This is an optimization exercise on Yosys and OpenROAD, whose aim is small area, not a production implementation.
At most, simulation tests tie the RTL to the original design; equivalence was not proved.
Power figures rest on the tool's default switching activity, not on a simulated workload.

Design udma_adc_rx_top, start of the top module:
module udma_adc_rx_top #(
  parameter L2_AWIDTH_NOAL  = 12,
  parameter UDMA_TRANS_SIZE = 16,
  parameter TRANS_SIZE      = 16,
  parameter ADC_DATA_WIDTH  = 32,
  parameter ADC_NUM_CHS     = 8,
  parameter CH_ID_LSB       = 28,
  parameter CH_ID_WIDTH     = 4  )
(
  input  logic                      sys_clk_i,
  input  logic                      rst_ni,
  input  logic               [31:0] cfg_data_i,
  input  logic                [7:0] cfg_addr_i,
  input  logic                      cfg_valid_i,
  input  logic                      cfg_rwn_i,
  output logic               [31:0] cfg_data_o,
  output logic                      cfg_ready_o,
  output logic [ADC_NUM_CHS-1:0] [L2_AWIDTH_NOAL-1:0] cfg_rx_startaddr_o,
  output logic [ADC_NUM_CHS-1:0][UDMA_TRANS_SIZE-1:0] cfg_rx_size_o,
  output logic [ADC_NUM_CHS-1:0]                      cfg_rx_continuous_o,
  output logic [ADC_NUM_CHS-1:0]                      cfg_rx_en_o,
  output logic [ADC_NUM_CHS-1:0]                      cfg_rx_clr_o,
  input  logic [ADC_NUM_CHS-1:0]                      cfg_rx_en_i,
  input  logic [ADC_NUM_CHS-1:0]                      cfg_rx_pending_i,
  input  logic [ADC_NUM_CHS-1:0] [L2_AWIDTH_NOAL-1:0] cfg_rx_curr_addr_i,
  input  logic [ADC_NUM_CHS-1:0][UDMA_TRANS_SIZE-1:0] cfg_rx_bytes_left_i,
  output logic [ADC_NUM_CHS-1:0]                [1:0] data_rx_datasize_o,
  output logic [ADC_NUM_CHS-1:0]               [31:0] data_rx_o,
  output logic [ADC_NUM_CHS-1:0]                      data_rx_valid_o,
  input  logic [ADC_NUM_CHS-1:0]                      data_rx_ready_i,
  input  logic                      adc_rx_valid_async_i,
  output logic                      adc_rx_valid_sync_o,
  input  logic [ADC_DATA_WIDTH-1:0] adc_rx_data_i,
  output logic [ADC_DATA_WIDTH-1:0] adc_rx_data_reg_o
);
For scale: about 1500 cells after synthesis, about 280 flip-flops, about 920 I/O pins.
clock: 10.0 ns
lec_check: 0
abc_area: 1
cap_margin: 0
core_area: 10 10 340 340
die_area: 0 0 350 350
slew_margin: 0
standard.sh (not shown) runs the stock make flow with config.mk's settings and CLKGATE_MAP_FILE= SYNTH_SCRIPT=/design/flow/synth_recipe.tcl, a recipe that flattens the netlist after the stock synthesis.
==> flow/flow/run.sh <==
#!/bin/bash
# Own layout flow: the standard flow with
#  - synthesis as standard.sh's, but with an area-oriented ABC mapping script
#    (flow/area.abc) in place of ORFS's (flow/synth_wrap.tcl);
#  - port buffers made of the smallest buffer cell;
#  - a clock tree of small buffers without dummy loads;
#  - one tie cell per constant instead of one per constant output.
# Output of make goes to flow_make.log; ORFS keeps each step's full log
# under orfs/logs/.
set -euo pipefail
here=$(pwd)
export FLOW_ABC_SCRIPT="$here/flow/area.abc"
export BUFFER_PORTS_ARGS="-buffer_cell sky130_fd_sc_hd__buf_1"
export CTS_ARGS="-sink_clustering_enable -repair_clock_nets -dont_use_dummy_load -sink_clustering_size 8 -sink_clustering_max_diameter 40 -buf_list {sky130_fd_sc_hd__clkbuf_4}"
export SKIP_REPAIR_TIE_FANOUT=1
grep -q "SYNTH_SCRIPT=$here/synth_recipe.tcl" standard.sh
sed "s#SYNTH_SCRIPT=$here/synth_recipe.tcl#SYNTH_SCRIPT=$here/flow/synth_wrap.tcl#" standard.sh > own.sh
bash own.sh finish > flow_make.log 2>&1
==> flow/flow/area.abc <==
strash
dch
map -a
strash
dch
map -a
strash
dch
map -a
==> flow/flow/synth_wrap.tcl <==
# Same synthesis as synth_recipe.tcl (ORFS synth.tcl, synth -nofsm -noshare,
# flatten, rename), except that the ABC mapping script is FLOW_ABC_SCRIPT,
# an area-oriented one. Registers are mapped exactly as in the standard
# synthesis; only the combinational mapping differs.
proc synth {args} { yosys synth -nofsm -noshare {*}$args }
set fh [open $::env(SCRIPTS_DIR)/synth.tcl]
set body [read $fh]
close $fh
set hook "source \$::env(SCRIPTS_DIR)/synth_preamble.tcl"
if { [string first $hook $body] < 0 } { error "synth.tcl hook not found" }
set body [string map [list $hook "$hook\nset abc_args \[lreplace \$abc_args 1 1 $::env(FLOW_ABC_SCRIPT)\]"] $body]
eval $body
# left out here: clear keep_hierarchy, flatten, clean up, hide names made inside functions, write 1_2_yosys.v
Edit:
--- a/flow/design.v
+++ b/flow/design.v
@@ -84,40 +84,36 @@
     end
   end
   assign cfg_rx_startaddr_o  = r_rx_startaddr;
   assign cfg_rx_continuous_o = r_rx_continuous;
   assign cfg_ready_o         = 1'b1;
   always_comb begin
     for (int i = 0; i < ADC_NUM_CHS; i++) begin
       cfg_rx_size_o[i]      = r_rx_size[i];
       data_rx_datasize_o[i] = 2'b10;
     end
   end
   logic [ADC_NUM_CHS-1:0] rd_saddr, rd_size, rd_cfg;
-  logic [ADC_NUM_CHS*L2_AWIDTH_NOAL-1:0]  curr_addr_flat;
-  logic [ADC_NUM_CHS*UDMA_TRANS_SIZE-1:0] bytes_left_flat;
-  assign curr_addr_flat  = cfg_rx_curr_addr_i;
-  assign bytes_left_flat = cfg_rx_bytes_left_i;
   always_comb begin
     for (int i = 0; i < ADC_NUM_CHS; i++) begin
       rd_saddr[i] = ch_ok & (ch_sel == i) & (reg_sel == 3'd0);
       rd_size[i]  = ch_ok & (ch_sel == i) & (reg_sel == 3'd1);
       rd_cfg[i]   = ch_ok & (ch_sel == i) & (reg_sel == 3'd2);
     end
     cfg_data_o = '0;
     for (int i = 0; i < ADC_NUM_CHS; i++) begin
       for (int k = 0; k < L2_AWIDTH_NOAL; k++)
-        cfg_data_o[k] = cfg_data_o[k] | (rd_saddr[i] & curr_addr_flat[i*L2_AWIDTH_NOAL+k]);
+        cfg_data_o[k] = cfg_data_o[k] | (rd_saddr[i] & cfg_rx_curr_addr_i[i][k]);
       for (int k = 0; k < UDMA_TRANS_SIZE; k++)
-        cfg_data_o[k] = cfg_data_o[k] | (rd_size[i] & bytes_left_flat[i*UDMA_TRANS_SIZE+k]);
+        cfg_data_o[k] = cfg_data_o[k] | (rd_size[i] & cfg_rx_bytes_left_i[i][k]);
       cfg_data_o[0] = cfg_data_o[0] | (rd_cfg[i] & r_rx_continuous[i]);
       cfg_data_o[2] = cfg_data_o[2] | rd_cfg[i];
       cfg_data_o[4] = cfg_data_o[4] | (rd_cfg[i] & cfg_rx_en_i[i]);
       cfg_data_o[5] = cfg_data_o[5] | (rd_cfg[i] & cfg_rx_pending_i[i]);
     end
     cfg_data_o[0] = cfg_data_o[0] | ((reg_sel == 3'd4) & r_single_ch_mode);
   end
   logic r_vld_s0, r_vld_s1, r_vld_edge, r_vld_del;
   logic [ADC_DATA_WIDTH-1:0] r_adc_data;
   logic [ADC_NUM_CHS-1:0]    r_udma_valid;
   logic [CH_ID_WIDTH-1:0]    adc_id;
   assign adc_id = adc_rx_data_i[CH_ID_LSB+CH_ID_WIDTH-1:CH_ID_LSB];
Outcome: Die area is unchanged; core utilization is unchanged; global-route usage does not change; wire length does not change; power stays the same; combinational power is about the same; via count does not change; setup slack stays the same; design area stays the same; final cell count stays the same; clock power barely changes; flip-flop and latch count stays the same.
The RTL of the second run of this note was laid out without a check of its function.

[what the ideal ports hide]
No port has a modelled driver above. Below, the same layouts with a new extraction and two added sets of constraints.
Step 1 sets driving cells, clkbuf_16 on the clock port and buf_2 on the other inputs (assumed; they add their load-dependent delay and slew).
Step 2 adds t to the input delays and takes it off the output delays; t is the mean of the earliest and latest rising clock arrival at the registers after step 1. Input paths then give back, and output paths get back, about the clock's delay inside the block.
Three values: ideal, step 1, step 2; two values: the first two.
run	shift t [ns]	setup WS [ns]	worst register clock-pin slew, ns
the first run	0.891	2.482 / 2.397 / 2.397	0.10 / 0.10
the second run	0.891	2.482 / 2.397 / 2.397	0.10 / 0.10
After both steps setup and hold are still met in every run listed.
